This design comes from an exercise in tuning for small area, a short achievable clock period and few clock cycles on the open sky130 flow, not from production work.
In this exercise RTL edits were held to simulation tests only and were not proved equivalent to the original.
No activity file was given, so power comes from the tool's default toggle rates.

==> flow/design.v (outline; a module is shown in full before it is edited, if it fits) <==
// module aoi222: 3 lines
// module aoi22: 3 lines
// module rdmux32: 12 lines
// module fa_cell: 3 lines
// module ha_cell: 3 lines
// module mul_booth: 1938 lines
// module riscv: 208 lines
module riscv (input  logic        clk, clr,
              input  logic [31:0] RD_instr, RD_data,
              output logic [31:0] PCF,
              output logic [31:0] ALUResultM, WriteDataM,
              output logic        MemWriteM,
              output logic [3:0]  byteEnable);
  // ...
==> flow/flow/run.sh <==
#!/bin/bash
set -euo pipefail
R=orfs/results/sky130hd/riscv/base
DU="sky130_fd_sc_hd__probe_p_8 sky130_fd_sc_hd__probec_p_8 sky130_fd_sc_hd__lpflow_bleeder_1 sky130_fd_sc_hd__lpflow_clkbufkapwr_1 sky130_fd_sc_hd__lpflow_clkbufkapwr_16 sky130_fd_sc_hd__lpflow_clkbufkapwr_2 sky130_fd_sc_hd__lpflow_clkbufkapwr_4 sky130_fd_sc_hd__lpflow_clkbufkapwr_8 sky130_fd_sc_hd__lpflow_clkinvkapwr_1 sky130_fd_sc_hd__lpflow_clkinvkapwr_16 sky130_fd_sc_hd__lpflow_clkinvkapwr_2 sky130_fd_sc_hd__lpflow_clkinvkapwr_4 sky130_fd_sc_hd__lpflow_clkinvkapwr_8 sky130_fd_sc_hd__lpflow_decapkapwr_12 sky130_fd_sc_hd__lpflow_decapkapwr_3 sky130_fd_sc_hd__lpflow_decapkapwr_4 sky130_fd_sc_hd__lpflow_decapkapwr_6 sky130_fd_sc_hd__lpflow_decapkapwr_8 sky130_fd_sc_hd__lpflow_inputiso0n_1 sky130_fd_sc_hd__lpflow_inputiso0p_1 sky130_fd_sc_hd__lpflow_inputiso1n_1 sky130_fd_sc_hd__lpflow_inputiso1p_1 sky130_fd_sc_hd__lpflow_inputisolatch_1 sky130_fd_sc_hd__lpflow_isobufsrc_1 sky130_fd_sc_hd__lpflow_isobufsrc_16 sky130_fd_sc_hd__lpflow_isobufsrc_2 sky130_fd_sc_hd__lpflow_isobufsrc_4 sky130_fd_sc_hd__lpflow_isobufsrc_8 sky130_fd_sc_hd__lpflow_isobufsrckapwr_16 sky130_fd_sc_hd__lpflow_lsbuf_lh_hl_isowell_tap_1 sky130_fd_sc_hd__lpflow_lsbuf_lh_hl_isowell_tap_2 sky130_fd_sc_hd__lpflow_lsbuf_lh_hl_isowell_tap_4 sky130_fd_sc_hd__lpflow_lsbuf_lh_isowell_4 sky130_fd_sc_hd__lpflow_lsbuf_lh_isowell_tap_1 sky130_fd_sc_hd__lpflow_lsbuf_lh_isowell_tap_2 sky130_fd_sc_hd__lpflow_lsbuf_lh_isowell_tap_4 sky130_fd_sc_hd__clkdlybuf4s* sky130_fd_sc_hd__dlygate4sd* sky130_fd_sc_hd__dlymetal6s*"

bash standard.sh synth > std_synth.log 2>&1
cp $R/1_2_yosys.v std_1_2_yosys.v
cp orfs/logs/sky130hd/riscv/base/1_2_yosys.log std_1_2_yosys.log

sed "s|SYNTH_SCRIPT=[^ ]*|SYNTH_SCRIPT=$PWD/flow/synth_split.tcl|" standard.sh > split.sh
rm -f $R/1_2_yosys.v $R/1_2_yosys.sdc $R/1_synth.odb $R/1_synth.sdc
bash split.sh synth > split_synth.log 2>&1
python3 flow/regcheck.py std_1_2_yosys.v $R/1_2_yosys.v > regcheck.log 2>&1

bash split.sh SETUP_SLACK_MARGIN=7.5 "DONT_USE_CELLS=$DU" finish > layout.log 2>&1
==> flow/flow/regcheck.py <==
#!/usr/bin/env python3
"""regcheck.py STD.v NEW.v: exit 1 unless both netlists hold the same registers (instance names
and cell types, drive strength aside)."""
import re, sys

def regs(path):
    text = open(path).read()
    out = {}
    for typ, name in re.findall(r'^\s*(sky130_fd_sc_hd__\w+)\s+(\S+)\s*\(', text, re.M):
        base = re.sub(r'_\d+$', '', typ)
        if re.search(r'__(s?e?df|dl)', base):
            out[name] = base
    return out

a, b = regs(sys.argv[1]), regs(sys.argv[2])
bad = [n for n in set(a) | set(b) if a.get(n) != b.get(n)]
print(f"registers: standard {len(a)}, this synthesis {len(b)}, differing {len(bad)}")
for n in sorted(bad)[:20]:
    print(f"  {n}: {a.get(n)} vs {b.get(n)}")
sys.exit(1 if bad else 0)
==> flow/flow/synth_split.tcl <==
# The standard synthesis script (synth_recipe.tcl), except that technology mapping with ABC
# runs per module: the small gate modules of blocks.sv (aoi222, aoi22, rdmux32) with ORFS's speed
# script, which maps each one to a single complex cell, and every other module with ORFS's area
# script.  Registers are mapped before ABC runs, so they are the standard synthesis's.
proc synth {args} { yosys synth -nofsm -noshare {*}$args }
proc abc {args} {
  set speed_mods {aoi222 aoi22 rdmux32}
  set base [list]
  set skip 0
  foreach a $args {
    if {$skip} { set skip 0; continue }
    if {$a eq "-script"} { set skip 1; continue }
    lappend base $a
  }
  set sd $::env(SCRIPTS_DIR)
  yosys abc -script $sd/abc_speed.script {*}$base {*}$speed_mods
  set rest [list *]
  foreach m $speed_mods { lappend rest $m %d }
  yosys abc -script $sd/abc_area.script {*}$base {*}$rest
}
source $::env(SCRIPTS_DIR)/synth.tcl
# left out here: clear keep_hierarchy, flatten, clean up, hide names made inside functions, write 1_2_yosys.v
==> flow/standard.sh <==
#!/bin/bash
# synth_recipe.tcl (not shown) runs the flow's synth.tcl, then flattens the netlist and writes it again
# the make line also repeats each setting of config.mk as NAME=value (left out here)
make -C /OpenROAD-flow-scripts/flow DESIGN_CONFIG=/design/flow/config.mk WORK_HOME=/design/flow/orfs CLKGATE_MAP_FILE= SYNTH_SCRIPT=/design/flow/synth_recipe.tcl "${@:-finish}"
==> flow/config.mk <==
export PLATFORM = sky130hd
export DESIGN_NAME = riscv
export DESIGN_NICKNAME = riscv
export VERILOG_FILES = /design/flow/design.v
export SDC_FILE = /design/flow/constraint.sdc
export NUM_CORES = 8
export LEC_CHECK = 0
export CAP_MARGIN = 20
export CORE_MARGIN = 2
export CORE_UTILIZATION = 55
export SLEW_MARGIN = 20
export SYNTH_HIERARCHICAL = 1
==> flow/constraint.sdc <==
create_clock -name core_clock -period 12.0 [get_ports {clk}]
set_input_delay 2.4000 -clock core_clock [delete_from_list [all_inputs] [get_ports {clk}]]
set_output_delay 2.4000 -clock core_clock [all_outputs]
set_load 0.01 [all_outputs]
==> results.txt, run 1 <==
* Run status: no timing/DRC/antenna violations
* Via density at 7.228
* Number of global-route vias before repair at around 82000
* Met3 Usage GRT at around 21%
* Clk. pwr at between 5000 and 6000 µW
* Clock Buffer Count at 232
* Root buffer cell: clkbuf_16
* Comb pwr share at 66.8%
* Compound-gate portion of the synthesized area at 17.30%
* Worst reg-to-reg setup slack at 6.95 ns
* Multi-input combinational area share at between 40% and 50%
* Cell Count, Final, Fillers Out at approximately 12000
* Yosys warns at 9
* Cts bufs inserted at 169
* Crit path from: fBWE
* CP cell instances: clkinv_8, o211ai_1, o21ai_4, buf_2, buf_12, buf_16, nand2_2, inv_1, nor2_4, bufinv_16, o22ai_2, xor2_1, fa_1, fa_2, fa_2, fa_1
* Worst vdd ir at 0.3148 mV
* IO Pins at 167
* Row Count at 151
* Buffer share of cell area at about 5.8%
* Die width at about 420 µm
* Global route overflow at 0
* WP buf/inv at 6
* Cts repair resizes at 574
* Hold path endpoint: MemWriteM
* CP delay by family, top: adder cells
* DP Wirelength at between 200 and 300 mm
* Syn_area_per_cell at 10.31 µm²
* Min-delay worst type: register to register
* Routability cong. at 1.077
* Max Fclk at 197.9 MHz
* Sequential cell area share at 38.14%
* DP Area at 97750 µm²
* CP Depth at 16
* Top class by area: multi-input gates
* Post-Place Cells at 11340
* Syn Inst Count at ~9100
* Ant diodes at 53
Testbench counts, summed over its fixed seeds: cycles 17,224.
==> module riscv, before the edit <==
module riscv (input  logic        clk, clr,
              input  logic [31:0] RD_instr, RD_data,
              output logic [31:0] PCF,
              output logic [31:0] ALUResultM, WriteDataM,
              output logic        MemWriteM,
              output logic [3:0]  byteEnable);
    logic        stallF, redirE, predF;
    logic [31:0] pcTgtF;
    logic [31:0] targetE;
    logic [31:1] pcF;
    assign PCF = {pcF, 1'b0};
    always_ff @(posedge clk or posedge clr)
        if (clr)          pcF <= '0;
        else if (redirE)  pcF <= targetE[31:1];
        else if (stallF)  pcF <= pcF;
        else if (predF)   pcF <= pcTgtF[31:1];
        else              pcF <= pcF + 31'd1 + 31'd1;
    wire [31:0] iF   = RD_instr;
    wire [4:0]  op   = iF[6:2];
    wire [2:0]  f3   = iF[14:12];
    wire [4:0]  rdF  = iF[11:7];
    wire [4:0]  rs1F = iF[19:15];
    wire [4:0]  rs2F = iF[24:20];
    wire isLUI   = op == 5'b01101;
    wire isAUIPC = op == 5'b00101;
    wire isJAL   = op == 5'b11011;
    wire isJALR  = op == 5'b11001;
    wire isBr    = op == 5'b11000;
    wire isLd    = op == 5'b00000;
    wire isSt    = op == 5'b01000;
    wire isOpI   = op == 5'b00100;
    wire isOp    = op == 5'b01100;
    wire isMul   = isOp & iF[25];
    wire isAlu   = isOpI | isOp & ~iF[25];
    wire writesRd = isLUI | isAUIPC | isJAL | isJALR | isLd | isOpI | isOp;
    wire useRs1   = isJALR | isBr | isLd | isSt | isOpI | isOp;
    wire useRs2   = isBr | isSt | isOp;
    wire [31:0] immI = {{20{iF[31]}}, iF[31:20]};
    wire [31:0] immS = {{20{iF[31]}}, iF[31:25], iF[11:7]};
    wire [31:0] immB = {{20{iF[31]}}, iF[7], iF[30:25], iF[11:8], 1'b0};
    wire [31:0] immJ = {{12{iF[31]}}, iF[19:12], iF[20], iF[30:21], 1'b0};
    wire [31:0] immU = {iF[31:12], 12'b0};
    assign predF  = isJAL | isBr & iF[31];
    assign pcTgtF = {pcF, 1'b0} + (iF[3] ? immJ : immB);
    wire [31:0] immF = (isLUI | isAUIPC) ? immU : predF ? 32'd4 : isBr ? immB : isSt ? immS : immI;
    wire subF   = isOp & iF[30] & (f3 == 3'b000) | (isAlu & f3[2:1] == 2'b01) | isBr;
    wire selAdd = isAlu & (f3 == 3'b000) | isLd | isSt;
    wire selSlt = isAlu & (f3[2:1] == 2'b01);
    wire selSh  = isAlu & (f3[1:0] == 2'b01);
    wire selXor = isAlu & (f3 == 3'b100);
    wire selOr  = isAlu & (f3 == 3'b110);
    wire selAnd = isAlu & (f3 == 3'b111);
    wire bImm   = isOpI | isLd | isSt | isJALR;
    logic [31:0] regs [31:1];
    logic        regwW;
    logic [4:0]  rdW;
    logic [31:0] resW, resWr;
    logic [31:1] wdec;
    always_comb
        for (int k = 1; k < 32; k++) wdec[k] = regwW & (rdW == k);
    genvar gi;
    generate
        for (gi = 1; gi < 32; gi = gi + 1) begin : g_rf
            always_ff @(posedge clk)
                if (wdec[gi]) regs[gi] <= resWr;
        end
    endgenerate
    logic [31:0] sel1, sel2, r1F, r2F;
    assign sel1[0] = regwW & (rdW == rs1F) & (rs1F != 5'd0);
    assign sel2[0] = regwW & (rdW == rs2F) & (rs2F != 5'd0);
    always_comb
        for (int k = 1; k < 32; k++) begin
            sel1[k] = (rs1F == k) & ~wdec[k];
            sel2[k] = (rs2F == k) & ~wdec[k];
        end
    genvar bi, ki;
    generate
        for (bi = 0; bi < 32; bi = bi + 1) begin : g_rd
            wire [31:0] col;
            assign col[0] = resWr[bi];
            for (ki = 1; ki < 32; ki = ki + 1) begin : g_c
                assign col[ki] = regs[ki][bi];
            end
            rdmux32 u1 (.sel(sel1), .d(col), .y(r1F[bi]));
            rdmux32 u2 (.sel(sel2), .d(col), .y(r2F[bi]));
        end
    endgenerate
    logic        regwE, isLdE, isMulE, isStE, isBrE, isJALRE, predE;
    logic [4:0]  rdE;
    logic [31:0] aE, bE, immE;
    logic [31:1] pcE;
    logic [2:0]  f3E;
    logic        fAME, fAWE, fBME, fBWE;
    logic        subE, selAddE, selSltE, selShE, selXorE, selOrE, selAndE, bImmE;
    logic        selLuiE, selAuipcE, selLinkE;    
    logic        shLeftE, shArithE, saE, sbE, mulHiE;
    logic        regwM, isLdM, isMulM, mulHiM;
    logic [4:0]  rdM;
    logic [2:0]  f3M;
    assign stallF = (isLdE | isMulE) & regwE &
                    ((useRs1 & (rdE == rs1F)) | (useRs2 & (rdE == rs2F)));
    wire bubble = stallF | redirE;
    always_ff @(posedge clk or posedge clr)
        if (clr) begin
            regwE <= 1'b0; isLdE <= 1'b0; isMulE <= 1'b0; isStE <= 1'b0;
            isBrE <= 1'b0; isJALRE <= 1'b0;
        end else if (bubble) begin
            regwE <= 1'b0; isLdE <= 1'b0; isMulE <= 1'b0; isStE <= 1'b0;
            isBrE <= 1'b0; isJALRE <= 1'b0;
        end else begin
            regwE   <= writesRd & (rdF != 5'd0);
            isLdE   <= isLd;
            isMulE  <= isMul;
            isStE   <= isSt;
            isBrE   <= isBr;
            isJALRE <= isJALR;
        end
    always_ff @(posedge clk) begin
        rdE  <= rdF;
        aE   <= r1F;
        bE   <= r2F;
        immE <= immF;
        pcE  <= pcF;
        f3E  <= f3;
        fAME <= regwE & (rdE == rs1F);
        fAWE <= regwM & (rdM == rs1F) & ~(regwE & (rdE == rs1F));
        fBME <= regwE & (rdE == rs2F);
        fBWE <= regwM & (rdM == rs2F) & ~(regwE & (rdE == rs2F));
        subE <= subF;
        selAddE <= selAdd; selSltE <= selSlt; selShE <= selSh; selXorE <= selXor;
        selOrE <= selOr; selAndE <= selAnd; bImmE <= bImm;
        selLuiE <= isLUI; selAuipcE <= isAUIPC | isJAL; selLinkE <= isJALR;
        predE <= iF[31];
        shLeftE  <= ~f3[2];
        shArithE <= iF[30] & f3[2];
        saE    <= f3[1] ^ f3[0];
        sbE    <= ~f3[1] & f3[0];
        mulHiE <= f3[1] | f3[0];
    end
    wire [31:0] A   = fAME ? ALUResultM : fAWE ? resW : aE;
    wire [31:0] B   = fBME ? ALUResultM : fBWE ? resW : bE;
    wire [31:0] opB = bImmE ? immE : B;
    wire [32:0] sum = {1'b0, A} + {1'b0, opB ^ {32{subE}}} + {32'b0, subE};
    wire ltU = ~sum[32];
    wire ltS = (A[31] ^ opB[31]) ? A[31] : sum[31];
    wire eq  = A == opB;
    wire [31:0] pcImmE = {pcE, 1'b0} + immE;
    logic [31:0] shIn, shOut, shRes;
    always_comb
        for (int k = 0; k < 32; k++) shIn[k] = shLeftE ? A[31-k] : A[k];
    assign shOut = 32'($signed({shArithE & A[31], shIn}) >>> opB[4:0]);
    always_comb
        for (int k = 0; k < 32; k++) shRes[k] = shLeftE ? shOut[31-k] : shOut[k];
    wire slt = f3E[0] ? ltU : ltS;
    wire [31:0] resE = ({32{selAddE}}   & sum[31:0])
                     | ({32{selSltE}}   & {31'b0, slt})
                     | ({32{selShE}}    & shRes)
                     | ({32{selXorE}}   & (A ^ opB))
                     | ({32{selOrE}}    & (A | opB))
                     | ({32{selAndE}}   & (A & opB))
                     | ({32{selLuiE}}   & immE)
                     | ({32{selAuipcE}} & pcImmE)
                     | ({32{selLinkE}}  & {pcF, 1'b0});
    logic taken;
    always_comb
        case (f3E[2:1])
            2'b00:   taken = eq ^ f3E[0];
            2'b10:   taken = ltS ^ f3E[0];
            2'b11:   taken = ltU ^ f3E[0];
            default: taken = 1'b0;
        endcase
    assign redirE  = isBrE & (taken ^ predE) | isJALRE;
    assign targetE = isJALRE ? {sum[31:1], 1'b0} : pcImmE;
    wire [63:0] prodM;
    mul_booth mul (.clk(clk), .a(A), .b(B), .sa(saE), .sb(sbE), .p(prodM));
    always_ff @(posedge clk or posedge clr)
        if (clr) begin
            MemWriteM <= 1'b0; regwM <= 1'b0; isLdM <= 1'b0; isMulM <= 1'b0;
        end else begin
            MemWriteM <= isStE; regwM <= regwE; isLdM <= isLdE; isMulM <= isMulE;
        end
    always_ff @(posedge clk) begin
        ALUResultM <= resE;
        WriteDataM <= f3E[1] ? B : f3E[0] ? {2{B[15:0]}} : {4{B[7:0]}};
        byteEnable <= f3E[1] ? 4'b1111 :
                      f3E[0] ? (sum[1] ? 4'b1100 : 4'b0011) :
                      (4'b0001 << sum[1:0]);
        rdM    <= rdE;
        f3M    <= f3E;
        mulHiM <= mulHiE;
    end
    wire [7:0]  ldByte = ALUResultM[1] ? (ALUResultM[0] ? RD_data[31:24] : RD_data[23:16])
                                       : (ALUResultM[0] ? RD_data[15:8]  : RD_data[7:0]);
    wire [15:0] ldHalf = ALUResultM[1] ? RD_data[31:16] : RD_data[15:0];
    wire [31:0] ldData = f3M[1] ? RD_data :
                         f3M[0] ? {{16{~f3M[2] & ldHalf[15]}}, ldHalf} :
                                  {{24{~f3M[2] & ldByte[7]}}, ldByte};
    wire [31:0] mulRes = mulHiM ? prodM[63:32] : prodM[31:0];
    wire [31:0] resM   = isLdM ? ldData : isMulM ? mulRes : ALUResultM;
    always_ff @(posedge clk or posedge clr)
        if (clr) regwW <= 1'b0;
        else     regwW <= regwM;
    always_ff @(posedge clk) begin
        resW <= resM;
        rdW  <= rdM;
        if (regwM) resWr <= resM;
    end
endmodule
==> run 2: changes to the inputs <==
--- a/flow/design.v
+++ b/flow/design.v
@@ -17,22 +17,33 @@
     assign y = ~(&n);
 endmodule
 module fa_cell (input logic a, b, c, output logic s, co);
   assign {co, s} = a + b + c;
 endmodule
 module ha_cell (input logic a, b, output logic s, co);
   assign {co, s} = a + b;
 endmodule
+module booth_digit (input logic [2:0] m, w, r, input logic fm, fw,
+                    output logic neg, one, two);
+  wire [2:0] t = fm ? m : fw ? w : r;
+  assign neg = t[2];
+  assign one = t[1] ^ t[0];
+  assign two = (t[2] & ~t[1] & ~t[0]) | (~t[2] & t[1] & t[0]);
+endmodule
 module mul_booth (input logic clk,
-                  input logic [31:0] a, b,
+                  input logic [31:0] a,
+                  input logic [31:0] bm, bw, br,   
+                  input logic fm, fw,
                   input logic sa, sb,
                   output logic [63:0] p);
   wire [33:0] ax = {{2{sa & a[31]}}, a};
-  wire [34:0] bx = {{3{sb & b[31]}}, b};
+  wire [34:0] bxm = {{3{sb & bm[31]}}, bm};
+  wire [34:0] bxw = {{3{sb & bw[31]}}, bw};
+  wire [34:0] bxr = {{3{sb & br[31]}}, br};
   wire s1;
   wire c2;
   wire s3;
   wire c4;
   wire s5;
   wire c6;
   wire s7;
   wire c8;
@@ -1320,115 +1331,98 @@
   wire q234 = q[234];
   wire q235 = q[235];
   wire q236 = q[236];
   wire q237 = q[237];
   wire q238 = q[238];
   wire q239 = q[239];
   wire q240 = q[240];
   wire q241 = q[241];
-  wire neg0 = bx[1];
-  wire one0 = bx[0] ^ 1'b0;
-  wire two0 = (bx[1] & ~bx[0] & ~1'b0) | (~bx[1] & bx[0] & 1'b0);
+  wire neg0, one0, two0;
+  booth_digit u_bd0 (.m({bxm[1], bxm[0], 1'b0}), .w({bxw[1], bxw[0], 1'b0}), .r({bxr[1], bxr[0], 1'b0}), .fm(fm), .fw(fw), .neg(neg0), .one(one0), .two(two0));
   wire [33:0] pp0;
   assign pp0 = ({34{one0}} & ax[33:0] | {34{two0}} & {ax[32:0],1'b0}) ^ {34{neg0}};
   wire ns0 = ~pp0[33];
-  wire neg1 = bx[3];
-  wire one1 = bx[2] ^ bx[1];
-  wire two1 = (bx[3] & ~bx[2] & ~bx[1]) | (~bx[3] & bx[2] & bx[1]);
+  wire neg1, one1, two1;
+  booth_digit u_bd1 (.m({bxm[3], bxm[2], bxm[1]}), .w({bxw[3], bxw[2], bxw[1]}), .r({bxr[3], bxr[2], bxr[1]}), .fm(fm), .fw(fw), .neg(neg1), .one(one1), .two(two1));
   wire [33:0] pp1;
   assign pp1 = ({34{one1}} & ax[33:0] | {34{two1}} & {ax[32:0],1'b0}) ^ {34{neg1}};
   wire ns1 = ~pp1[33];
-  wire neg2 = bx[5];
-  wire one2 = bx[4] ^ bx[3];
-  wire two2 = (bx[5] & ~bx[4] & ~bx[3]) | (~bx[5] & bx[4] & bx[3]);
+  wire neg2, one2, two2;
+  booth_digit u_bd2 (.m({bxm[5], bxm[4], bxm[3]}), .w({bxw[5], bxw[4], bxw[3]}), .r({bxr[5], bxr[4], bxr[3]}), .fm(fm), .fw(fw), .neg(neg2), .one(one2), .two(two2));
   wire [33:0] pp2;
   assign pp2 = ({34{one2}} & ax[33:0] | {34{two2}} & {ax[32:0],1'b0}) ^ {34{neg2}};
   wire ns2 = ~pp2[33];
-  wire neg3 = bx[7];
-  wire one3 = bx[6] ^ bx[5];
-  wire two3 = (bx[7] & ~bx[6] & ~bx[5]) | (~bx[7] & bx[6] & bx[5]);
+  wire neg3, one3, two3;
+  booth_digit u_bd3 (.m({bxm[7], bxm[6], bxm[5]}), .w({bxw[7], bxw[6], bxw[5]}), .r({bxr[7], bxr[6], bxr[5]}), .fm(fm), .fw(fw), .neg(neg3), .one(one3), .two(two3));
   wire [33:0] pp3;
   assign pp3 = ({34{one3}} & ax[33:0] | {34{two3}} & {ax[32:0],1'b0}) ^ {34{neg3}};
   wire ns3 = ~pp3[33];
-  wire neg4 = bx[9];
-  wire one4 = bx[8] ^ bx[7];
-  wire two4 = (bx[9] & ~bx[8] & ~bx[7]) | (~bx[9] & bx[8] & bx[7]);
+  wire neg4, one4, two4;
+  booth_digit u_bd4 (.m({bxm[9], bxm[8], bxm[7]}), .w({bxw[9], bxw[8], bxw[7]}), .r({bxr[9], bxr[8], bxr[7]}), .fm(fm), .fw(fw), .neg(neg4), .one(one4), .two(two4));
   wire [33:0] pp4;
   assign pp4 = ({34{one4}} & ax[33:0] | {34{two4}} & {ax[32:0],1'b0}) ^ {34{neg4}};
   wire ns4 = ~pp4[33];
-  wire neg5 = bx[11];
-  wire one5 = bx[10] ^ bx[9];
-  wire two5 = (bx[11] & ~bx[10] & ~bx[9]) | (~bx[11] & bx[10] & bx[9]);
+  wire neg5, one5, two5;
+  booth_digit u_bd5 (.m({bxm[11], bxm[10], bxm[9]}), .w({bxw[11], bxw[10], bxw[9]}), .r({bxr[11], bxr[10], bxr[9]}), .fm(fm), .fw(fw), .neg(neg5), .one(one5), .two(two5));
   wire [33:0] pp5;
   assign pp5 = ({34{one5}} & ax[33:0] | {34{two5}} & {ax[32:0],1'b0}) ^ {34{neg5}};
   wire ns5 = ~pp5[33];
-  wire neg6 = bx[13];
-  wire one6 = bx[12] ^ bx[11];
-  wire two6 = (bx[13] & ~bx[12] & ~bx[11]) | (~bx[13] & bx[12] & bx[11]);
+  wire neg6, one6, two6;
+  booth_digit u_bd6 (.m({bxm[13], bxm[12], bxm[11]}), .w({bxw[13], bxw[12], bxw[11]}), .r({bxr[13], bxr[12], bxr[11]}), .fm(fm), .fw(fw), .neg(neg6), .one(one6), .two(two6));
   wire [33:0] pp6;
   assign pp6 = ({34{one6}} & ax[33:0] | {34{two6}} & {ax[32:0],1'b0}) ^ {34{neg6}};
   wire ns6 = ~pp6[33];
-  wire neg7 = bx[15];
-  wire one7 = bx[14] ^ bx[13];
-  wire two7 = (bx[15] & ~bx[14] & ~bx[13]) | (~bx[15] & bx[14] & bx[13]);
+  wire neg7, one7, two7;
+  booth_digit u_bd7 (.m({bxm[15], bxm[14], bxm[13]}), .w({bxw[15], bxw[14], bxw[13]}), .r({bxr[15], bxr[14], bxr[13]}), .fm(fm), .fw(fw), .neg(neg7), .one(one7), .two(two7));
   wire [33:0] pp7;
   assign pp7 = ({34{one7}} & ax[33:0] | {34{two7}} & {ax[32:0],1'b0}) ^ {34{neg7}};
   wire ns7 = ~pp7[33];
-  wire neg8 = bx[17];
-  wire one8 = bx[16] ^ bx[15];
-  wire two8 = (bx[17] & ~bx[16] & ~bx[15]) | (~bx[17] & bx[16] & bx[15]);
+  wire neg8, one8, two8;
+  booth_digit u_bd8 (.m({bxm[17], bxm[16], bxm[15]}), .w({bxw[17], bxw[16], bxw[15]}), .r({bxr[17], bxr[16], bxr[15]}), .fm(fm), .fw(fw), .neg(neg8), .one(one8), .two(two8));
   wire [33:0] pp8;
   assign pp8 = ({34{one8}} & ax[33:0] | {34{two8}} & {ax[32:0],1'b0}) ^ {34{neg8}};
   wire ns8 = ~pp8[33];
-  wire neg9 = bx[19];
-  wire one9 = bx[18] ^ bx[17];
-  wire two9 = (bx[19] & ~bx[18] & ~bx[17]) | (~bx[19] & bx[18] & bx[17]);
+  wire neg9, one9, two9;
+  booth_digit u_bd9 (.m({bxm[19], bxm[18], bxm[17]}), .w({bxw[19], bxw[18], bxw[17]}), .r({bxr[19], bxr[18], bxr[17]}), .fm(fm), .fw(fw), .neg(neg9), .one(one9), .two(two9));
   wire [33:0] pp9;
   assign pp9 = ({34{one9}} & ax[33:0] | {34{two9}} & {ax[32:0],1'b0}) ^ {34{neg9}};
   wire ns9 = ~pp9[33];
-  wire neg10 = bx[21];
-  wire one10 = bx[20] ^ bx[19];
-  wire two10 = (bx[21] & ~bx[20] & ~bx[19]) | (~bx[21] & bx[20] & bx[19]);
+  wire neg10, one10, two10;
+  booth_digit u_bd10 (.m({bxm[21], bxm[20], bxm[19]}), .w({bxw[21], bxw[20], bxw[19]}), .r({bxr[21], bxr[20], bxr[19]}), .fm(fm), .fw(fw), .neg(neg10), .one(one10), .two(two10));
   wire [33:0] pp10;
   assign pp10 = ({34{one10}} & ax[33:0] | {34{two10}} & {ax[32:0],1'b0}) ^ {34{neg10}};
   wire ns10 = ~pp10[33];
-  wire neg11 = bx[23];
-  wire one11 = bx[22] ^ bx[21];
-  wire two11 = (bx[23] & ~bx[22] & ~bx[21]) | (~bx[23] & bx[22] & bx[21]);
+  wire neg11, one11, two11;
+  booth_digit u_bd11 (.m({bxm[23], bxm[22], bxm[21]}), .w({bxw[23], bxw[22], bxw[21]}), .r({bxr[23], bxr[22], bxr[21]}), .fm(fm), .fw(fw), .neg(neg11), .one(one11), .two(two11));
   wire [33:0] pp11;
   assign pp11 = ({34{one11}} & ax[33:0] | {34{two11}} & {ax[32:0],1'b0}) ^ {34{neg11}};
   wire ns11 = ~pp11[33];
-  wire neg12 = bx[25];
-  wire one12 = bx[24] ^ bx[23];
-  wire two12 = (bx[25] & ~bx[24] & ~bx[23]) | (~bx[25] & bx[24] & bx[23]);
+  wire neg12, one12, two12;
+  booth_digit u_bd12 (.m({bxm[25], bxm[24], bxm[23]}), .w({bxw[25], bxw[24], bxw[23]}), .r({bxr[25], bxr[24], bxr[23]}), .fm(fm), .fw(fw), .neg(neg12), .one(one12), .two(two12));
   wire [33:0] pp12;
   assign pp12 = ({34{one12}} & ax[33:0] | {34{two12}} & {ax[32:0],1'b0}) ^ {34{neg12}};
   wire ns12 = ~pp12[33];
-  wire neg13 = bx[27];
-  wire one13 = bx[26] ^ bx[25];
-  wire two13 = (bx[27] & ~bx[26] & ~bx[25]) | (~bx[27] & bx[26] & bx[25]);
+  wire neg13, one13, two13;
+  booth_digit u_bd13 (.m({bxm[27], bxm[26], bxm[25]}), .w({bxw[27], bxw[26], bxw[25]}), .r({bxr[27], bxr[26], bxr[25]}), .fm(fm), .fw(fw), .neg(neg13), .one(one13), .two(two13));
   wire [33:0] pp13;
   assign pp13 = ({34{one13}} & ax[33:0] | {34{two13}} & {ax[32:0],1'b0}) ^ {34{neg13}};
   wire ns13 = ~pp13[33];
-  wire neg14 = bx[29];
-  wire one14 = bx[28] ^ bx[27];
-  wire two14 = (bx[29] & ~bx[28] & ~bx[27]) | (~bx[29] & bx[28] & bx[27]);
+  wire neg14, one14, two14;
+  booth_digit u_bd14 (.m({bxm[29], bxm[28], bxm[27]}), .w({bxw[29], bxw[28], bxw[27]}), .r({bxr[29], bxr[28], bxr[27]}), .fm(fm), .fw(fw), .neg(neg14), .one(one14), .two(two14));
   wire [33:0] pp14;
   assign pp14 = ({34{one14}} & ax[33:0] | {34{two14}} & {ax[32:0],1'b0}) ^ {34{neg14}};
   wire ns14 = ~pp14[33];
-  wire neg15 = bx[31];
-  wire one15 = bx[30] ^ bx[29];
-  wire two15 = (bx[31] & ~bx[30] & ~bx[29]) | (~bx[31] & bx[30] & bx[29]);
+  wire neg15, one15, two15;
+  booth_digit u_bd15 (.m({bxm[31], bxm[30], bxm[29]}), .w({bxw[31], bxw[30], bxw[29]}), .r({bxr[31], bxr[30], bxr[29]}), .fm(fm), .fw(fw), .neg(neg15), .one(one15), .two(two15));
   wire [33:0] pp15;
   assign pp15 = ({34{one15}} & ax[33:0] | {34{two15}} & {ax[32:0],1'b0}) ^ {34{neg15}};
   wire ns15 = ~pp15[33];
-  wire neg16 = bx[33];
-  wire one16 = bx[32] ^ bx[31];
-  wire two16 = (bx[33] & ~bx[32] & ~bx[31]) | (~bx[33] & bx[32] & bx[31]);
+  wire neg16, one16, two16;
+  booth_digit u_bd16 (.m({bxm[33], bxm[32], bxm[31]}), .w({bxw[33], bxw[32], bxw[31]}), .r({bxr[33], bxr[32], bxr[31]}), .fm(fm), .fw(fw), .neg(neg16), .one(one16), .two(two16));
   wire [33:0] pp16;
   assign pp16 = ({34{one16}} & ax[33:0] | {34{two16}} & {ax[32:0],1'b0}) ^ {34{neg16}};
   ha_cell u_s1 (.a(pp0[24]), .b(pp1[22]), .s(s1), .co(c2));
   ha_cell u_s3 (.a(pp0[25]), .b(pp1[23]), .s(s3), .co(c4));
   fa_cell u_s5 (.a(pp0[26]), .b(pp1[24]), .c(pp2[22]), .s(s5), .co(c6));
   ha_cell u_s7 (.a(pp3[20]), .b(pp4[18]), .s(s7), .co(c8));
   fa_cell u_s9 (.a(pp0[27]), .b(pp1[25]), .c(pp2[23]), .s(s9), .co(c10));
   ha_cell u_s11 (.a(pp3[21]), .b(pp4[19]), .s(s11), .co(c12));
@@ -1961,27 +1955,26 @@
   assign p = ra + rb;
 endmodule
 module riscv (input  logic        clk, clr,
               input  logic [31:0] RD_instr, RD_data,
               output logic [31:0] PCF,
               output logic [31:0] ALUResultM, WriteDataM,
               output logic        MemWriteM,
               output logic [3:0]  byteEnable);
-    logic        stallF, redirE, predF;
+    logic        stallF, redirE, predF, takeTgtF;
     logic [31:0] pcTgtF;
     logic [31:0] targetE;
     logic [31:1] pcF;
     assign PCF = {pcF, 1'b0};
     always_ff @(posedge clk or posedge clr)
-        if (clr)          pcF <= '0;
-        else if (redirE)  pcF <= targetE[31:1];
-        else if (stallF)  pcF <= pcF;
-        else if (predF)   pcF <= pcTgtF[31:1];
-        else              pcF <= pcF + 31'd1 + 31'd1;
+        if (clr)           pcF <= '0;
+        else if (takeTgtF) pcF <= pcTgtF[31:1];
+        else if (redirE)   pcF <= targetE[31:1];
+        else if (!stallF)  pcF <= pcF + 31'd1 + 31'd1;
     wire [31:0] iF   = RD_instr;
     wire [4:0]  op   = iF[6:2];
     wire [2:0]  f3   = iF[14:12];
     wire [4:0]  rdF  = iF[11:7];
     wire [4:0]  rs1F = iF[19:15];
     wire [4:0]  rs2F = iF[24:20];
     wire isLUI   = op == 5'b01101;
     wire isAUIPC = op == 5'b00101;
@@ -1990,92 +1983,94 @@
     wire isBr    = op == 5'b11000;
     wire isLd    = op == 5'b00000;
     wire isSt    = op == 5'b01000;
     wire isOpI   = op == 5'b00100;
     wire isOp    = op == 5'b01100;
     wire isMul   = isOp & iF[25];
     wire isAlu   = isOpI | isOp & ~iF[25];
     wire writesRd = isLUI | isAUIPC | isJAL | isJALR | isLd | isOpI | isOp;
-    wire useRs1   = isJALR | isBr | isLd | isSt | isOpI | isOp;
-    wire useRs2   = isBr | isSt | isOp;
+    wire useRs1   = ~op[0] | ~op[2] & ~op[1];
+    wire useRs2   = op[3] & ~op[0];
     wire [31:0] immI = {{20{iF[31]}}, iF[31:20]};
     wire [31:0] immS = {{20{iF[31]}}, iF[31:25], iF[11:7]};
     wire [31:0] immB = {{20{iF[31]}}, iF[7], iF[30:25], iF[11:8], 1'b0};
     wire [31:0] immJ = {{12{iF[31]}}, iF[19:12], iF[20], iF[30:21], 1'b0};
     wire [31:0] immU = {iF[31:12], 12'b0};
     assign predF  = isJAL | isBr & iF[31];
     assign pcTgtF = {pcF, 1'b0} + (iF[3] ? immJ : immB);
+    assign takeTgtF = predF & ~stallF & ~redirE;
     wire [31:0] immF = (isLUI | isAUIPC) ? immU : predF ? 32'd4 : isBr ? immB : isSt ? immS : immI;
-    wire subF   = isOp & iF[30] & (f3 == 3'b000) | (isAlu & f3[2:1] == 2'b01) | isBr;
+    wire subF   = isOp & iF[30] & (f3 == 3'b000) | (isAlu & f3[2:1] == 2'b01);
     wire selAdd = isAlu & (f3 == 3'b000) | isLd | isSt;
     wire selSlt = isAlu & (f3[2:1] == 2'b01);
     wire selSh  = isAlu & (f3[1:0] == 2'b01);
     wire selXor = isAlu & (f3 == 3'b100);
     wire selOr  = isAlu & (f3 == 3'b110);
     wire selAnd = isAlu & (f3 == 3'b111);
     wire bImm   = isOpI | isLd | isSt | isJALR;
     logic [31:0] regs [31:1];
     logic        regwW;
     logic [4:0]  rdW;
-    logic [31:0] resW, resWr;
+    logic [31:0] resW;
     logic [31:1] wdec;
     always_comb
         for (int k = 1; k < 32; k++) wdec[k] = regwW & (rdW == k);
     genvar gi;
     generate
         for (gi = 1; gi < 32; gi = gi + 1) begin : g_rf
             always_ff @(posedge clk)
-                if (wdec[gi]) regs[gi] <= resWr;
+                if (wdec[gi]) regs[gi] <= resW;
         end
     endgenerate
     logic [31:0] sel1, sel2, r1F, r2F;
     assign sel1[0] = regwW & (rdW == rs1F) & (rs1F != 5'd0);
     assign sel2[0] = regwW & (rdW == rs2F) & (rs2F != 5'd0);
     always_comb
         for (int k = 1; k < 32; k++) begin
             sel1[k] = (rs1F == k) & ~wdec[k];
             sel2[k] = (rs2F == k) & ~wdec[k];
         end
     genvar bi, ki;
     generate
         for (bi = 0; bi < 32; bi = bi + 1) begin : g_rd
             wire [31:0] col;
-            assign col[0] = resWr[bi];
+            assign col[0] = resW[bi];
             for (ki = 1; ki < 32; ki = ki + 1) begin : g_c
                 assign col[ki] = regs[ki][bi];
             end
             rdmux32 u1 (.sel(sel1), .d(col), .y(r1F[bi]));
             rdmux32 u2 (.sel(sel2), .d(col), .y(r2F[bi]));
         end
     endgenerate
     logic        regwE, isLdE, isMulE, isStE, isBrE, isJALRE, predE;
+    logic        ldmulE;    
     logic [4:0]  rdE;
     logic [31:0] aE, bE, immE;
     logic [31:1] pcE;
     logic [2:0]  f3E;
     logic        fAME, fAWE, fBME, fBWE;
     logic        subE, selAddE, selSltE, selShE, selXorE, selOrE, selAndE, bImmE;
     logic        selLuiE, selAuipcE, selLinkE;    
     logic        shLeftE, shArithE, saE, sbE, mulHiE;
     logic        regwM, isLdM, isMulM, mulHiM;
     logic [4:0]  rdM;
     logic [2:0]  f3M;
-    assign stallF = (isLdE | isMulE) & regwE &
-                    ((useRs1 & (rdE == rs1F)) | (useRs2 & (rdE == rs2F)));
+    assign stallF = ldmulE & ((useRs1 & (rdE == rs1F)) | (useRs2 & (rdE == rs2F)));
     wire bubble = stallF | redirE;
     always_ff @(posedge clk or posedge clr)
         if (clr) begin
-            regwE <= 1'b0; isLdE <= 1'b0; isMulE <= 1'b0; isStE <= 1'b0;
+            regwE <= 1'b0; isLdE <= 1'b0; isMulE <= 1'b0; isStE <= 1'b0; ldmulE <= 1'b0;
             isBrE <= 1'b0; isJALRE <= 1'b0;
         end else if (bubble) begin
-            regwE <= 1'b0; isLdE <= 1'b0; isMulE <= 1'b0; isStE <= 1'b0;
+            regwE <= 1'b0; isLdE <= 1'b0; isMulE <= 1'b0; isStE <= 1'b0; ldmulE <= 1'b0;
             isBrE <= 1'b0; isJALRE <= 1'b0;
         end else begin
             regwE   <= writesRd & (rdF != 5'd0);
+            ldmulE  <= (isLd | isMul) & (rdF != 5'd0);
             isLdE   <= isLd;
             isMulE  <= isMul;
             isStE   <= isSt;
             isBrE   <= isBr;
             isJALRE <= isJALR;
         end
     always_ff @(posedge clk) begin
         rdE  <= rdF;
@@ -2100,17 +2095,19 @@
         mulHiE <= f3[1] | f3[0];
     end
     wire [31:0] A   = fAME ? ALUResultM : fAWE ? resW : aE;
     wire [31:0] B   = fBME ? ALUResultM : fBWE ? resW : bE;
     wire [31:0] opB = bImmE ? immE : B;
     wire [32:0] sum = {1'b0, A} + {1'b0, opB ^ {32{subE}}} + {32'b0, subE};
     wire ltU = ~sum[32];
     wire ltS = (A[31] ^ opB[31]) ? A[31] : sum[31];
-    wire eq  = A == opB;
+    wire brEq  = A == B;
+    wire brLtU = A < B;
+    wire brLtS = (A[31] ^ B[31]) ? A[31] : brLtU;
     wire [31:0] pcImmE = {pcE, 1'b0} + immE;
     logic [31:0] shIn, shOut, shRes;
     always_comb
         for (int k = 0; k < 32; k++) shIn[k] = shLeftE ? A[31-k] : A[k];
     assign shOut = 32'($signed({shArithE & A[31], shIn}) >>> opB[4:0]);
     always_comb
         for (int k = 0; k < 32; k++) shRes[k] = shLeftE ? shOut[31-k] : shOut[k];
     wire slt = f3E[0] ? ltU : ltS;
@@ -2121,25 +2118,26 @@
                      | ({32{selOrE}}    & (A | opB))
                      | ({32{selAndE}}   & (A & opB))
                      | ({32{selLuiE}}   & immE)
                      | ({32{selAuipcE}} & pcImmE)
                      | ({32{selLinkE}}  & {pcF, 1'b0});
     logic taken;
     always_comb
         case (f3E[2:1])
-            2'b00:   taken = eq ^ f3E[0];
-            2'b10:   taken = ltS ^ f3E[0];
-            2'b11:   taken = ltU ^ f3E[0];
+            2'b00:   taken = brEq ^ f3E[0];
+            2'b10:   taken = brLtS ^ f3E[0];
+            2'b11:   taken = brLtU ^ f3E[0];
             default: taken = 1'b0;
         endcase
     assign redirE  = isBrE & (taken ^ predE) | isJALRE;
     assign targetE = isJALRE ? {sum[31:1], 1'b0} : pcImmE;
     wire [63:0] prodM;
-    mul_booth mul (.clk(clk), .a(A), .b(B), .sa(saE), .sb(sbE), .p(prodM));
+    mul_booth mul (.clk(clk), .a(A), .bm(ALUResultM), .bw(resW), .br(bE), .fm(fBME), .fw(fBWE),
+                   .sa(saE), .sb(sbE), .p(prodM));
     always_ff @(posedge clk or posedge clr)
         if (clr) begin
             MemWriteM <= 1'b0; regwM <= 1'b0; isLdM <= 1'b0; isMulM <= 1'b0;
         end else begin
             MemWriteM <= isStE; regwM <= regwE; isLdM <= isLdE; isMulM <= isMulE;
         end
     always_ff @(posedge clk) begin
         ALUResultM <= resE;
@@ -2160,11 +2158,10 @@
     wire [31:0] mulRes = mulHiM ? prodM[63:32] : prodM[31:0];
     wire [31:0] resM   = isLdM ? ldData : isMulM ? mulRes : ALUResultM;
     always_ff @(posedge clk or posedge clr)
         if (clr) regwW <= 1'b0;
         else     regwW <= regwM;
     always_ff @(posedge clk) begin
         resW <= resM;
         rdW  <= rdM;
-        if (regwM) resWr <= resM;
     end
 endmodule
--- a/flow/flow/synth_split.tcl
+++ b/flow/flow/synth_split.tcl
@@ -1,15 +1,15 @@
 # The standard synthesis script (synth_recipe.tcl), except that technology mapping with ABC
-# runs per module: the small gate modules of blocks.sv (aoi222, aoi22, rdmux32) with ORFS's speed
-# script, which maps each one to a single complex cell, and every other module with ORFS's area
+# runs per module: the small gate modules (aoi222, aoi22, rdmux32, booth_digit) with ORFS's speed
+# script, which maps each small module to few complex cells, and every other module with ORFS's area
 # script.  Registers are mapped before ABC runs, so they are the standard synthesis's.
 proc synth {args} { yosys synth -nofsm -noshare {*}$args }
 proc abc {args} {
-  set speed_mods {aoi222 aoi22 rdmux32}
+  set speed_mods {aoi222 aoi22 rdmux32 booth_digit}
   set base [list]
   set skip 0
   foreach a $args {
     if {$skip} { set skip 0; continue }
     if {$a eq "-script"} { set skip 1; continue }
     lappend base $a
   }
   set sd $::env(SCRIPTS_DIR)
==> flow/config.mk (replaced) <==
export PLATFORM = sky130hd
export DESIGN_NAME = riscv
export DESIGN_NICKNAME = riscv
export VERILOG_FILES = /design/flow/design.v
export SDC_FILE = /design/flow/constraint.sdc
export NUM_CORES = 8
export LEC_CHECK = 0
export CAP_MARGIN = 20
export CORE_MARGIN = 2
export CORE_UTILIZATION = 45
export SLEW_MARGIN = 20
export SYNTH_HIERARCHICAL = 1
==> run 2 against run 1 <==
  * Clock power decreased by 2%
  * Sequential share of layout area decreased by 1.3 points
  * Combinational power increased by 3%
  * Clock skew decreased by 0.017 ns
  * Total power increased by 1.4%
  * Synthesized area increased by 2.1%
  * Sequential power about the same
  * Die area increased by 25%
  * Global-route usage decreased by 9.8 points
  * Critical path depth unchanged
  * Core utilization decreased by 12 points
  * Cell count increased by 6.8%
  * Critical path type unchanged
  * Largest cell class unchanged
==> results.txt, run 2 <==
* Hold-fix buffers, CTS at 0 (unchanged)
* Tmin final at 4.641 ns (was 5.054 ns)
* GRT Max-Usage Layer: met2 (unchanged)
* DRC at 0 (unchanged)
* Skew-Pair Late Insertion Delay at 0.86 ns (was 0.88 ns)
* Arrival @ worst endpoint at 5.33 ns (was 5.73 ns)
* Power Total at 39480 µW (was 38940 µW)
* Finish-stage setup viols at 0 (unchanged)
* Max Cap Viol at 0 (unchanged)
* M2 GR Usage at 59.31% (was 69.78%)
* CTS sink count at 1547 (was 1578)
* CTS tree: built (unchanged)
* Top-area cell type share of the netlist area at 31.06% (was 32.75%)
* IO Pins at 167 (unchanged)
* Crit path max-delay cell type: fa_2 (was o211ai_1)
* Largest stage delay, worst path at 0.58 ns (was 0.91 ns)
* Clock transition at path regs at 0.06 ns (about the same)
* Via density at 6.618 (was 7.228)
* Post-synthesis instance area at 95890 µm² (was 93900 µm²)
* Most frequent cell after synthesis: nand2_1 (unchanged)
* Max Fclk at 215.5 MHz (was 197.9 MHz)
* Die width at 465.6 µm (was 417.2 µm)
* Slew @ Worst Pin at 1.255 ns (was 1.321 ns)
* Top post-synthesis cells by count: nand2_1, edfxtp_1, xor2_1 (was nand2_1, edfxtp_1, inv_1)
* Fin. Hold Viols at 0 (unchanged)
* Initial DRC Count at 14560 (was 16950)
* Synth Area in Adders at 13.90% (was 13.77%)
* Slew Viols, Final at 0 (unchanged)
* Chip Height at 465.6 µm (was 417.2 µm)
* Leak at 0.04382 µW (was 0.04308 µW)
* Layout cell share with drive strength beyond 1 at 13.93% (was 16.21%)
* RSZ-0062 raised after global routing: yes (unchanged)
* Pin count of the biggest net entering global routing at 57 (was 58)
* Run status: no timing/DRC/antenna violations (unchanged)
* First-pass GRT wire length at 617.5 mm (was 609.6 mm)
* Commonest non-fill, non-tap cells in the layout: nand2_1, edfxtp_1, xor2_1, a222oi_1, inv_1 (was nand2_1, edfxtp_1, a222oi_1, xor2_1, inv_1)
* Die area at 216800 µm² (was 174000 µm²)
* Mux share of post-synthesis cell area at 1.350% (was 0.2452%)
* CP cell instances: buf_12, buf_16, buf_12, mux2i_4, nor2_2, a21oi_4, buf_6, mux2i_4, clkinvlp_4, buf_6, o22ai_2, xor2_2, fa_1, fa_1, fa_2, fa_2 (was clkinv_8, o211ai_1, o21ai_4, buf_2, buf_12, buf_16, nand2_2, inv_1, nor2_4, bufinv_16, o22ai_2, xor2_1, fa_1, fa_2, fa_2, fa_1)
* Skew final at 0.05760 ns (was 0.07459 ns)
* Async set-or-reset flop fraction in the synthesized netlist at 2.780% (was 2.662%)
* Main combinational cell family by area after synthesis: compound AO/OA/AOI/OAI gates (unchanged)
* Core area at 211900 µm² (was 169500 µm²)
* Routability cong. at 1.042 (was 1.077)
* Row Count at 169 (was 151)
* Detailed-router iteration count before antenna repair at 14 (unchanged)
* Post-layout util at 52.69% (was 65.13%)
* Number of global-route vias before repair at 82280 (was 82090)
* Max-slew headroom at 16.33% (was 10.99%)
* Global route overflow at 0 (unchanged)
* Fin crit share at 38.68% (was 42.12%)
* Per-cell routed wire length at 34.21 µm (was 36.76 µm)
* Syn_area_per_cell at 10.06 µm² (was 10.31 µm²)
* Initial antenna violation count at 38 (was 54)
* Worst vdd ir at 0.6954 mV (was 0.3148 mV)
* Htree depth at 4 (unchanged)
* Startpoint Class: register (unchanged)
* Net count, final at 10900 (was 10600)
* Tot GR Track Use at 39.73% (was 49.54%)
* Synth cell types at 71 (was 66)
* Sequential element share of the synthesized area at 42.88% (was 44.78%)
* Post-synth EDFFs at 992 (was 1024)
* Routed via count at 86200 (was 88130)
* Final WL at 445.6 mm (was 448.2 mm)
* Post-DRT Antenna Nets at 0 (unchanged)
* Pwr dens at 353.7 nW/µm² (was 352.8 nW/µm²)
* Yosys warns at 9 (unchanged)
* Maximum clock path buffer count at 3 (unchanged)
* Largest Register: regs (unchanged)
* Fillers at 19210 (was 13720)
* Ys flop type: edfxtp_1 (unchanged)
* CP Max Fanout at 9 (was 7)
* Met3 Usage GRT at 11.59% (was 20.72%)
* Min-delay worst type: register to register (unchanged)
* Critical Path RT at 12.69 ns (was 12.68 ns)
* Syn Inst Count at 9529 (was 9108)
* DP Wirelength at 312.5 mm (was 294.0 mm)
* Post-synthesis xor/xnor area fraction at 6.978% (was 6.278%)
* Biggest regs: regs x992, mul.q x242 (unchanged)
* GR Util met1 at 51.40% (was 58.80%)
* Seq cells post-synth at 1547 (was 1578)
* Largest cells by area after synthesis: edfxtp_1, dfxtp_1, fa_1 (unchanged)
* Compound-gate portion of the synthesized area at 16.17% (was 17.30%)
* Simple-Gate Fraction of Synth Area at 13.84% (was 12.59%)
* Cell taking the most area after synthesis: edfxtp_1 (unchanged)
* IO Port Bufs at 163 (unchanged)
* Layout area overhead at 16.42% (was 17.56%)
* Flip-flop count of the largest register after layout at 992 (unchanged)
* Root buffer cell: clkbuf_16 (unchanged)
* Final setup TNS at 0 ns (unchanged)
* CP Class: register to register (unchanged)
* Cts bufs inserted at 167 (was 169)
* Critical Path End Type: register (unchanged)
* Starting Density at 45.26% (was 55.41%)
* Most common cell after layout, fill and taps aside: nand2_1 (unchanged)
==> run 2: changes by cell type after synthesis, moves of 33 or more <==
| cell | change |
|---|---|
| buf_1 | -64 |
| o22ai_1 | +47 |
| or2_2 | -44 |
| a21oi_1 | -33 |
| o211ai_1 | -43 |
| nand2_1 | +208 |
| o21ai_1 | +35 |
| clkbuf_1 | +90 |
| xor2_1 | +66 |
| o21ai_0 | -79 |
| mux2i_1 | +49 |
| inv_1 | -33 |
| nand3_1 | +193 |
| nor2_1 | +49 |
==> run 2: worst paths after layout <==
kind / cells after the start / startpoint / slack [ns] / to
max: 16 / fBWE / 7.36 / mul.q[139]
min: 0 / mulHiE / 0.32 / mulHiM
max reg2reg: 16 / fBWE / 7.36 / mul.q[139]
min reg2reg: 0 / mulHiE / 0.32 / mulHiM
max in group asynchronous: 3 / clr / 9.99 / pcF[31]
min in group asynchronous: 2 / clr / 1.50 / isLdM
==> run 2: Yosys stat by module (local to each module, per instance) <==
| module | copies in the design | cell area, µm² | flops+latches | cells |
|---|---|---|---|---|
| aoi22 | 64 | 12.51 | 0 | 1 |
| aoi222 | 640 | 10.01 | 0 | 1 |
| booth_digit | 17 | 100.1 | 0 | 12 |
| fa_cell | 467 | 20.02 | 0 | 1 |
| ha_cell | 44 | 12.51 | 0 | 1 |
| mul_booth | 1 | 20940 | 242 | 3071 |
| rdmux32 | 64 | 23.77 | 0 | 4 |
| riscv | 1 | 54620 | 1305 | 4783 |
==> run 2: cells by family (layout without fill, tap and decap cells) <==
logic type                 count (synthesis)  in the layout
other                                      2             20
buffers and inverters                   1160           1804
muxes                                    106            106
adders and majority gates                783            783
DFF                                     1547           1547
AOI/OAI and AO/OA                       2108           2114
and+or+nand+nor                         3059           3067
xor gates and xnor gates                 764            764
==> run 2: area by class of cell <==
type	instances	area [µm²]	area share, %
Tap cell	2821	3530	3.162
Multi-Input combinational cell	6838	53110	47.57
Sequential cell	1547	41170	36.88
Antenna cell	16	40.04	0.03586
Timing Repair inverter	9	67.56	0.06052
Clock buffer	203	4404	3.945
Timing Repair Buffer	784	5062	4.534
Clock inverter	104	1172	1.050
Inverter	704	3085	2.764
==> run 2: power breakdown <==
group	switching [µW]	leakage, µW	internal (µW)
Combinational	17600	0.0272	9050
Sequential	724	0.0140	6810
Clock	2330	0.00270	2950
==> run 2: worst max-delay path: cells and delay by family (launching register included) <==
kind / cells / cell delay, ns
fa+ha+maj: 4 / 2.01
simple gates: 1 / 0.07
xor+xnor: 1 / 0.22
buf+inv: 6 / 0.89
flops: 1 / 0.36
compound gates: 2 / 0.44
mux: 2 / 0.50
==> run 2: what timing repair did <==
action | 4_1_cts | 5_1_grt
setup endpoints to repair | 367 | 203
hold endpoints to repair | 0 | 0
setup buffers | 191 | 112
resized for setup | 625 | 299
pin swaps | 79 | 89
cloned | 23 | 8
==> run 2: routing by layer <==
layer  vias up  part of all wire, %
met3      1334                   13
li1      36220                    -
met1     42280                   37
met4        18                  7.0
met2      6351                   43
met5         -                0.029
==> run 2: stage by stage <==
stage / std cells / setup slack (ns) / instance area (µm²) / hold slack, ns
after CTS: 12890 / 7.408 / 109600 / 0.3285
after detailed placement: 12360 / 4.711 / 100400 / 0.3308
final: 13030 / 7.359 / 111600 / 0.3195
after global placement: 12360 / 4.765 / 100300 / 0.3270
after floorplan: 9531 / 5.866 / 96140 / 0.3096
after global routing: 13020 / 7.311 / 111600 / 0.3313
Testbench counts of run 2, summed over its fixed seeds: cycles 17,224.
==> run 3: changes to the inputs <==
--- a/flow/config.mk
+++ b/flow/config.mk
@@ -12 +12,2 @@
 export SYNTH_HIERARCHICAL = 1
+export TNS_END_PERCENT = 20
==> run 3 against run 2 <==
  * First-iteration DRC count is 1.5% higher
  * Via count is 0.19% higher
  * Clock power is 4.9% lower
  * Core utilization is 0.90 points lower
  * Register-to-register slack worse by 0.02 ns
  * Critical endpoint is now resW[24]
  * Highest routed layer unchanged
==> results.txt, run 3 <==
* Initial DRC Count at 14770 (was 14560)
* Net count, final at 10790 (was 10900)
* Design Area, Final at 109700 µm² (was 111600 µm²)
* Yosys warns at 9 (unchanged)
* Critical Path End Type: register (unchanged)
* IO Pins at 167 (unchanged)
* Layout area overhead at 14.43% (was 16.42%)
* Sequential element share of the synthesized area at 42.88% (unchanged)
* Fin. Hold Viols at 0 (unchanged)
* Max Cap Viol at 0 (unchanged)
* Worst vdd ir at 0.5381 mV (was 0.6954 mV)
* First-pass GRT wire length at 603.1 mm (was 617.5 mm)
* Cts bufs inserted at 162 (was 167)
* Initial antenna violation count at 37 (was 38)
* Finish-stage setup viols at 0 (unchanged)
* RSZ-0062 raised after global routing: yes (unchanged)
* Flip-flop count of the largest register after layout at 992 (unchanged)
* DRC at 0 (unchanged)
* Global route overflow at 0 (unchanged)
* Max Fclk at 214.6 MHz (was 215.5 MHz)
* Routability cong. at 1.060 (was 1.042)
* DP Wirelength at 302.1 mm (was 312.5 mm)
* Chip Height at 465.6 µm (unchanged)
* CTS sink count at 1547 (unchanged)
* Final setup TNS at 0 ns (unchanged)
* Pin count of the biggest net entering global routing at 85 (was 57)
* Per-cell routed wire length at 33.51 µm (was 34.21 µm)
* Skew-Pair Late Insertion Delay at 0.89 ns (was 0.86 ns)
* Tot GR Track Use at 38.59% (was 39.73%)
* CP Class: register to register (unchanged)
* Cell taking the most area after synthesis: edfxtp_1 (unchanged)
* Most common cell after layout, fill and taps aside: nand2_1 (unchanged)
* Detailed-router iteration count before antenna repair at 17 (was 14)
* Fin Hold WS at 0.3161 ns (was 0.3195 ns)
* Ys flop type: edfxtp_1 (unchanged)
* Slew @ Worst Pin at 1.348 ns (was 1.255 ns)
* Core area at 211900 µm² (unchanged)
* Largest Register: regs (unchanged)
* Layout cell share with drive strength beyond 1 at 12.36% (was 13.93%)
* Critical Path RT at 12.66 ns (was 12.69 ns)
* Post-synth EDFFs at 992 (unchanged)
* Fillers at 19170 (was 19210)
* Seq cells post-synth at 1547 (unchanged)
* Final WL at 432.5 mm (was 445.6 mm)
* Tmin final at 4.660 ns (was 4.641 ns)
* Syn Inst Count at 9529 (unchanged)
* Commonest non-fill, non-tap cells in the layout: nand2_1, edfxtp_1, xor2_1, a222oi_1, inv_1 (unchanged)
* Die width at 465.6 µm (unchanged)
* Pwr dens at 351.6 nW/µm² (was 353.7 nW/µm²)
* Htree depth at 4 (unchanged)
* Row Count at 169 (unchanged)
* Slew Viols, Final at 0 (unchanged)
* Starting Density at 45.26% (unchanged)
* Top-area cell type share of the netlist area at 31.06% (unchanged)
* Clock transition at path regs at 0.07 ns (was 0.06 ns)
* Startpoint Class: register (unchanged)
* Skew final at 0.08455 ns (was 0.05760 ns)
* Arrival @ worst endpoint at 5.33 ns (about the same)
* Leak at 0.04325 µW (was 0.04382 µW)
* Largest cells by area after synthesis: edfxtp_1, dfxtp_1, fa_1 (unchanged)
* Maximum clock path buffer count at 3 (unchanged)
* Post-synthesis instance area at 95890 µm² (unchanged)
* Top post-synthesis cells by count: nand2_1, edfxtp_1, xor2_1 (unchanged)
* Most frequent cell after synthesis: nand2_1 (unchanged)
* CP Max Fanout at 4 (was 9)
* Die area at 216800 µm² (unchanged)
* CTS tree: built (unchanged)
* Syn_area_per_cell at 10.06 µm² (unchanged)
* Post-DRT Antenna Nets at 0 (unchanged)
* Async set-or-reset flop fraction in the synthesized netlist at 2.780% (unchanged)
* Synth cell types at 71 (unchanged)
* Root buffer cell: clkbuf_16 (unchanged)
* Min-delay worst type: register to register (unchanged)
* IO Port Bufs at 163 (unchanged)
* Biggest regs: regs x992, mul.q x242 (unchanged)
* Via density at 6.692 (was 6.618)
* Number of global-route vias before repair at 81780 (was 82280)
* Max-slew headroom at 9.196% (was 16.33%)
* Routed via count at 86360 (was 86200)
* DP Area at 100400 µm² (about the same)
* Run status: no timing/DRC/antenna violations (unchanged)
* Fin crit share at 38.84% (was 38.68%)
==> run 3: stage by stage <==
step           setup WS, ns  std cells  total power [µW]  utilization (%)
6_report              7.340      12910             38580            51.79
5_1_grt               7.306      12900             41160            51.78
4_1_cts               7.447      12810             37790            51.07
3_5_place_dp          4.869      12350             32500            47.38
3_3_place_gp          4.940      12340             32220            47.30
2_1_floorplan         5.866       9531             23520                -
==> run 3: metal layers <==
layer / up-vias / global-route usage (%) / part of all wire (%)
met3: 1443 / 12.96 / 14
met2: 6871 / 57.47 / 43
met4: 38 / 23.03 / 7.3
met5: - / 0 / 0.099
li1: 36000 / - / -
met1: 42020 / 48.63 / 36
==> run 3: per-module statistics from Yosys, one instance, submodules excluded <==
module,times used,flip-flops and latches,cells inside,cell area (µm²)
aoi22,64,0,1,12.51
aoi222,640,0,1,10.01
booth_digit,17,0,12,100.1
fa_cell,467,0,1,20.02
ha_cell,44,0,1,12.51
mul_booth,1,242,3071,20940
rdmux32,64,0,4,23.77
riscv,1,1305,4783,54620
==> run 3: timing repair <==
item	4_1_cts	5_1_grt
pin swaps	47	39
resized for setup	483	215
hold buffers	0	0
gates cloned	19	9
endpoints found under the setup margin	355	225
setup buffers	140	68
==> run 3: cell type report <==
class | instances | area, µm² | share of cell area [%]
tap | 2821 | 3530 | 3.217
inverter | 704 | 3023 | 2.755
clock inverter | 80 | 852.1 | 0.7765
multi-input combinational | 6840 | 52300 | 47.67
antenna | 10 | 25.02 | 0.02281
sequential | 1547 | 41170 | 37.52
clock buffer | 216 | 4410 | 4.019
timing repair inverter | 2 | 15.01 | 0.01368
timing repair buffer | 686 | 4398 | 4.008
==> run 3: worst max-delay path, stage by stage (launching register included) <==
cell and delay [ns]:
dfxtp_1 0.32, fa_1 0.56, fa_1 0.47, ha_1 0.45
nand2_1 0.11, nand2_1 0.15, nand2_1 0.11, nand2_1 0.07
a21oi_1 0.34, nand3_2 0.24, nand2_1 0.14, nand3_1 0.08
nand2_1 0.07, nand2_1 0.05, o21ai_0 1.02, a22oi_1 0.27
==> run 3: final timing paths <==
check,start,end,slack (ns),cells past startpoint
worst min register to register,isMulE,isMulM,0.32,0
min in group asynchronous,clr,isLdE,1.49,2
max in group asynchronous,clr,pcF[31],9.98,3
worst min-delay path,isMulE,isMulM,0.32,0
worst max-delay path,mul.q[59],resW[24],7.34,15
worst max register to register,mul.q[59],resW[24],7.34,15
==> run 3: kinds of logic after synthesis <==
logic type / share of synthesized area, %
fa+ha+maj: 13.90
buf+inv: 4.875
mux: 1.350
flops: 42.88
other cells: 0.007832
xor+xnor: 6.978
simple gates: 13.84
compound gates: 16.17
==> run 3: power by group <==
part | switching, µW | internal (µW) | leakage (µW)
sequential | 761 | 6810 | 0.0140
clock | 2290 | 2740 | 0.00254
combinational | 17100 | 8870 | 0.0268
==> run 4: changes to the inputs <==
--- a/flow/config.mk
+++ b/flow/config.mk
@@ -9,5 +9,4 @@
 export CORE_MARGIN = 2
-export CORE_UTILIZATION = 45
+export CORE_UTILIZATION = 38
 export SLEW_MARGIN = 20
 export SYNTH_HIERARCHICAL = 1
-export TNS_END_PERCENT = 20
==> run 4 against run 3 <==
  * Sequential cell count is the same
  * Routed wire length up 5.4%
  * Worst hold slack better by 0.041 ns
  * Synthesized cell count stayed put
  * Design area up 3.3%
  * Total power up 1.9%
  * Cell count is 5.0% higher
  * Still clean on timing, DRC and antenna
  * Fmax is 0.80% lower
  * Sequential power grew 0.7%
  * Critical path depth decreased by 7
  * Sequential share of layout area decreased by 1.2 points
  * Critical path type unchanged
  * Clock-buffer cell count up 2
==> results.txt, run 4 <==
* CP cell instances: nand2_1, buf_2, nor2_4, nor3_2, buf_2, a222oi_1, nand4_1, or3_4 (was fa_1, fa_1, ha_1, nand2_1, nand2_1, nand2_1, nand2_1, a21oi_1, nand3_2, nand2_1, nand3_1, nand2_1, nand2_1, o21ai_0, a22oi_1)
* Syn_area_per_cell at 10.06 µm² (unchanged)
* CP Class: register to register (unchanged)
* Slew Viols, Final at 0 (unchanged)
* RSZ-0062 raised after global routing: yes (unchanged)
* Initial antenna violation count at 45 (was 37)
* Routability cong. at 1.094 (was 1.060)
* Root buffer cell: clkbuf_16 (unchanged)
* Comb pwr share at 66.4% (was 67.3%)
* Core area at 251200 µm² (was 211900 µm²)
* Final setup TNS at 0 ns (unchanged)
* Most frequent cell after synthesis: nand2_1 (unchanged)
* Mux share of post-synthesis cell area at 1.350% (unchanged)
* Fin Hold WS at 0.3572 ns (was 0.3161 ns)
* Worst hold start: isMulE (unchanged)
* Critical Path RT at 12.69 ns (was 12.66 ns)
* Syn Inst Count at 9529 (unchanged)
* Switching Fraction at 51.61% (was 52.27%)
* First-pass GRT wire length at 624.3 mm (was 603.1 mm)
* Per-cell routed wire length at 33.65 µm (was 33.51 µm)
* Async set-or-reset flop fraction in the synthesized netlist at 2.780% (unchanged)
* Flip-flop count of the largest register after layout at 992 (unchanged)
* Global route overflow at 0 (unchanged)
* Pin count of the biggest net entering global routing at 89 (was 85)
* Sequential Power Share at 19.4% (was 19.6%)
* Simple-Gate Fraction of Synth Area at 13.84% (unchanged)
* Layout area overhead at 18.18% (was 14.43%)
* Cell taking the most area after synthesis: edfxtp_1 (unchanged)
* Clock transition at path regs at 0.07 ns (about the same)
* DP Wirelength at 305.1 mm (was 302.1 mm)
* Row Count at 184 (was 169)
* Post-synth EDFFs at 992 (unchanged)
* Arrival @ worst endpoint at 5.39 ns (was 5.33 ns)
* Max-slew headroom at 13.96% (was 9.196%)
* Routed via count at 88750 (was 86360)
* Post-synthesis instance area at 95890 µm² (unchanged)
* Yosys warns at 9 (unchanged)
* Top post-synthesis cells by count: nand2_1, edfxtp_1, xor2_1 (unchanged)
* Starting Density at 38.18% (was 45.26%)
* Critical Path Most Common Cell: buf_2 (was nand2_1)
* IO Port Bufs at 163 (unchanged)
* Chip Height at 506.3 µm (was 465.6 µm)
* Htree depth at 4 (unchanged)
* Most common cell after layout, fill and taps aside: nand2_1 (unchanged)
* CTS sink count at 1547 (unchanged)
* CP Max Fanout at 27 (was 4)
* Final WL at 456.0 mm (was 432.5 mm)
* Number of global-route vias before repair at 83830 (was 81780)
* Post-DRT Antenna Nets at 0 (unchanged)
* Run status: no timing/DRC/antenna violations (unchanged)
* Commonest non-fill, non-tap cells in the layout: nand2_1, edfxtp_1, xor2_1, a222oi_1, inv_1 (unchanged)
* IO Pins at 167 (unchanged)
* Seq cells post-synth at 1547 (unchanged)
* Max Fclk at 212.9 MHz (was 214.6 MHz)
* Synth Area in Adders at 13.90% (unchanged)
* Pwr dens at 346.8 nW/µm² (was 351.6 nW/µm²)
* Main combinational cell family by area after synthesis: compound AO/OA/AOI/OAI gates (unchanged)
* Max Cap Viol at 0 (unchanged)
* Net count, final at 10890 (was 10790)
* Startpoint Class: register (unchanged)
* Via density at 6.549 (was 6.692)
* Worst R2R End: aE[17] (was resW[24])
* Finish-stage setup viols at 0 (unchanged)
* Hold-fix buffers, CTS at 0 (unchanged)
* Fin crit share at 39.15% (was 38.84%)
* Synth cell types at 71 (unchanged)
* DRC at 0 (unchanged)
* Detailed-router iteration count before antenna repair at 14 (was 17)
* Hold path endpoint: isMulM (unchanged)
* Die width at 506.3 µm (was 465.6 µm)
* Compound-gate portion of the synthesized area at 16.17% (unchanged)
[run 4: modules after synthesis (local to each module, per instance)]
module | area (µm²) | cells inside | copies in the design
ha_cell | 12.51 | 1 | 44
riscv | 54620 | 4783 | 1
rdmux32 | 23.77 | 4 | 64
aoi222 | 10.01 | 1 | 640
mul_booth | 20940 | 3071 | 1
aoi22 | 12.51 | 1 | 64
booth_digit | 100.1 | 12 | 17
fa_cell | 20.02 | 1 | 467
[run 4: timing repair]
action	in CTS	in global routing
gates resized for setup	644	389
setup buffers	192	113
cloned	25	15
setup endpoints to repair	351	193
pin swaps	89	89
[run 4: layout make-up]
cell class	count	area, µm²
repair buffers	761	5304
repair inverters	14	125.1
well taps	3348	4189
flip-flops and latches	1547	41190
inverters	704	3226
clock buffers	218	4669
diodes	15	37.54
fillers	23270	137800
clock inverters	107	1335
multi-input cells	6837	53260
[run 4: critical path: cells and delay by family, from the launching register on]
kind                   cells  cell delay, ns
AOI/OAI and AO/OA          1            0.52
DFF                        1            0.39
and+or+nand+nor            5            2.52
buffers and inverters      2            1.03
[run 4: power by group through the flow]
stage          registers [µW]  clock network [µW]  logic, µW
4_1_cts                  7590                5600      25100
3_3_place_gp             7660                   0      24100
6_report                 7630                5590      26100
3_5_place_dp             7690                   0      24400
2_1_floorplan            7460                   0      16100
5_1_grt                  7670                5810      28400
[run 4: metrics by stage]
step           setup WS, ns  cell area [µm²]  std cells  total power, µW  utilization, %
6_report              7.302           113300      13550            39300           45.12
5_1_grt               7.296           113300      13540            41850           45.11
4_1_cts               7.383           110900      13400            38260           44.16
3_5_place_dp          4.547           101000      12860            32090           40.22
3_3_place_gp          4.605           101000      12860            31760           40.20
2_1_floorplan         5.866            96140       9531            23540               -
[run 4: how the worst max path moves through the flow]
stage	from	endpoint	depth (start not counted)
after floorplan	RD_instr[21]	bE[0]	8
after global placement	fBWE	pcF[18]	29
after detailed placement	fBWE	pcF[20]	29
after CTS	fBWE	mul.q[111]	16
after global routing	fBWE	mul.q[111]	17
final	regwW	aE[17]	8
[run 4: routing by layer]
| layer | vias to the layer above | GRT usage [%] | part of all wire, % |
|---|---|---|---|
| met5 | - | 0 | 0.070 |
| met2 | 7411 | 50.43 | 42 |
| li1 | 36210 | - | - |
| met3 | 1899 | 10.08 | 14 |
| met4 | 40 | 22.24 | 8.7 |
| met1 | 43190 | 42.51 | 35 |
[run 4: cell families after synthesis]
family	after synthesis
AOI/OAI and AO/OA	2108
xor gates and xnor gates	764
adders and majority gates	783
buffers and inverters	1160
DFF	1547
muxes	106
other	2
and+or+nand+nor	3059
